Context: an optimization exercise on an open-source flow, tuned for small area, a short achievable clock period and few clock cycles per item. The choices shown serve that exercise and are no tape-out recipe. Only simulation tests tie the RTL to the original design; equivalence was not proved. No activity file was given, so power comes from the tool's default toggle rates.

## v17
Design ELA, start of the top module:
module ELA(clk, rst, in_data, data_rd, req, wen, addr, data_wr, done);
Size in the first run: roughly 390 cells after synthesis, about 39 I/O pins.
export LEC_CHECK = 0
export CAP_MARGIN = 20
export CORE_MARGIN = 2
export CORE_UTILIZATION = 65
export SETUP_SLACK_MARGIN = 3.4
export SLEW_MARGIN = 20
export TNS_END_PERCENT = 5
create_clock -name core_clock -period 5.5 [get_ports {clk}]
standard.sh (not shown) runs the stock make flow with config.mk's settings and CLKGATE_MAP_FILE= SYNTH_SCRIPT=/design/flow/synth_recipe.tcl, a recipe that flattens the netlist after the stock synthesis.
==> flow/flow/run.sh <==
#!/bin/bash
# Standard layout, with the port buffers made from buf_2 cells instead of
# the delay buffers buffer_ports picks by default.
set -euo pipefail
export BUFFER_PORTS_ARGS="-buffer_cell sky130_fd_sc_hd__buf_2"
bash standard.sh > standard.log 2>&1
Testbench counts of v17, summed over its fixed seeds: cycles 63,968, images 32.
[inputs] v55 vs v17
Settings: CORE_UTILIZATION changed from 65 to 70.
==> flow/flow/run.sh <==
#!/bin/bash
# Standard layout with these changes: synthesis leaves adders to abc as plain
# gates (no full/half adder cells), the port buffers are buf_2 cells instead
# of the delay buffers buffer_ports picks by default, and clock tree
# synthesis runs with the arguments below.
set -euo pipefail
export BUFFER_PORTS_ARGS="-buffer_cell sky130_fd_sc_hd__buf_2"
export CTS_ARGS="-sink_clustering_enable -repair_clock_nets -dont_use_dummy_load"
bash standard.sh ADDER_MAP_FILE= finish > standard.log 2>&1
- From v17 to v55 the numbers moved as follows: share of the yosys chip area belonging to registers went up 4.9 points; sequential cell power saw little to no change.
- | count of vias placed by the detailed router | v55 vs v17 | about 7% lower |
- Cmp v17 and v55 / maximum cell stage delay along the critical path / lower: v55
- Relative to v17, number of buffers other than clock buffers in the final layout increased by 1 in v55.
- Internal power consumption was lower in v55 than in v17.
- For v55, the first element of the critical path was opb[1], unlike v17, where it was opb[4].
- Critical path depth was lower in v17 than in v55.
- In v55, the register-to-register path setup slack came out 0.50 ns below the value in v17.
- v55 — register fraction of the total cell area 5.1 points higher, v17 as reference
- Side by side, number of multi-input logic gates turned out lower in v55 than in v17.
- In v55, clock skew is higher than in v17.
[inputs] v35 vs v55
==> flow/flow/run.sh <==
#!/bin/bash
# Standard layout with two changes: the port buffers are buf_2 cells instead
# of the delay buffers buffer_ports picks by default, and clock tree
# synthesis runs with the arguments below (no dummy loads).
set -euo pipefail
export BUFFER_PORTS_ARGS="-buffer_cell sky130_fd_sc_hd__buf_2"
export CTS_ARGS="-sink_clustering_enable -repair_clock_nets -dont_use_dummy_load"
bash standard.sh > standard.log 2>&1
==> notes.md <==
Pin slew with the least headroom to its limit came out higher on v35 than on v55.
Post-synthesis simple-gate area fraction in v35 vs v55: down 3.5 points
Going from v55 to v35, the total wirelength of the detailed-routed design was found to have gone up by about 10%.
Taking v55 as the reference point, the routed metal-1 wire length of v35 rises by 3.5%.
Cmp v35 vs v55: proportion of power drawn by the clock network higher in v35
v55 → v35: post-synthesis to final-layout area growth down 0.45 points, tap cell count now sits higher, met3 routing resource usage after global routing ~0 delta, setup slack went up by 0.52 ns, overall power went up by 0.0000045 W.
Here is what was changed in the inputs of v32 compared with v35.
Settings: a change of SETUP_SLACK_MARGIN from 3.4 to 3.2.
==> flow/flow/run.sh <==
#!/bin/bash
# Standard layout with these changes: synthesis leaves adders to abc as plain
# gates (no full/half adder cells), the port buffers are buf_2 cells instead
# of the delay buffers buffer_ports picks by default, and clock tree
# synthesis runs with the arguments below.
set -euo pipefail
export BUFFER_PORTS_ARGS="-buffer_cell sky130_fd_sc_hd__buf_2"
export CTS_ARGS="-sink_clustering_enable -repair_clock_nets -dont_use_dummy_load"
bash standard.sh ADDER_MAP_FILE= finish > standard.log 2>&1
--- outcome ---
- From v35 to v32 the numbers moved as follows: hold slack now sits higher, overall fraction of global-route tracks in use now sits lower, number of detailed-routing iterations run before antenna repair now sits lower.
- Side by side, quantity of gates resized following cts turned out lower in v32 than in v35.
- Cell area ended up 7.5% lower on v32 than on v35.
- Number of cells on the critical path was higher in the run labelled v32.
- v32 vs. v35: mean area per synthesized cell picked up an extra about 3%, number of non-clock buffers in the layout lost 6.5%, first-pass GRT wire length went down 1600 µm.
- The critical-path cell with the highest stage delay comes out sky130_fd_sc_hd__ha_1 in one run and sky130_fd_sc_hd__edfxtp_1 in the other, namely in v35 and v32 respectively.
- The met2 usage number comes out lower for v32 vs v35.
Relative to v32, the following input files were edited for v56:
Settings: SETUP_SLACK_MARGIN now 3.4, was 3.2; CORE_UTILIZATION now 60, was 70.
==> flow/flow/run.sh <==
#!/bin/bash
# Standard layout with two changes: the port buffers are buf_2 cells instead
# of the delay buffers buffer_ports picks by default, and clock tree
# synthesis runs with the arguments below (no dummy loads).
set -euo pipefail
export BUFFER_PORTS_ARGS="-buffer_cell sky130_fd_sc_hd__buf_2"
export CTS_ARGS="-sink_clustering_enable -repair_clock_nets -dont_use_dummy_load"
bash standard.sh > standard.log 2>&1
[summary]
- Area added between synthesis and finish: higher on v56
- The buffer share of cell area on v56 is in line with that on v32.
- Between v32 and v56, the flow reports detailed-route via count increasing by a few percent.
- The critical path launch point comes out opb[0] in one run and opb[1] in the other, namely in v56 and v32 respectively.
- Of v56 and v32, the run reporting the lower number of non-clock buffers was v32.
- v56 against v32: final cell utilization of the core decreased by 12 points relative to the old numbers; final period utilization decreased by 9.3 points relative to the old numbers.
- Delta (v56 minus v32): sequential share of power was more or less identical, die footprint went up by about 25%.

-- afterwards: timing with drivers on the ports --
No port has a modelled driver above. Below, the same layouts with a new extraction and two added sets of constraints. Step 1 (the two cells are an assumption about what drives the block):
set clk [get_ports {clk}]
set_driving_cell -lib_cell sky130_fd_sc_hd__clkbuf_16 $clk
set_driving_cell -lib_cell sky130_fd_sc_hd__buf_2 [delete_from_list [all_inputs] $clk]
Step 2 times the ports against the registers' clock, not the clock port: input delays grow and output delays shrink by t, the midpoint of the rising clock arrivals with the driver on. Three values: no drivers, after step 1, after step 2; two values: the first two.
| run | t, ns | setup WS [ns] | worst register clock-pin slew, ns | cell pins on the clock port's net |
|---|---|---|---|---|
| v17 | 0.396 | 3.334 / 3.334 / 3.334 | 0.11 / 0.11 | 1 |
| v55 | 0.373 | 2.834 / 2.834 / 2.834 | 0.10 / 0.10 | 1 |
| v35 | 0.385 | 3.354 / 3.342 / 3.354 | 0.10 / 0.10 | 1 |
| v32 | 0.373 | 2.834 / 2.834 / 2.834 | 0.10 / 0.10 | 1 |
| v56 | 0.370 | 3.343 / 3.343 / 3.343 | 0.10 / 0.10 | 1 |
After both steps setup and hold are still met in every run listed.
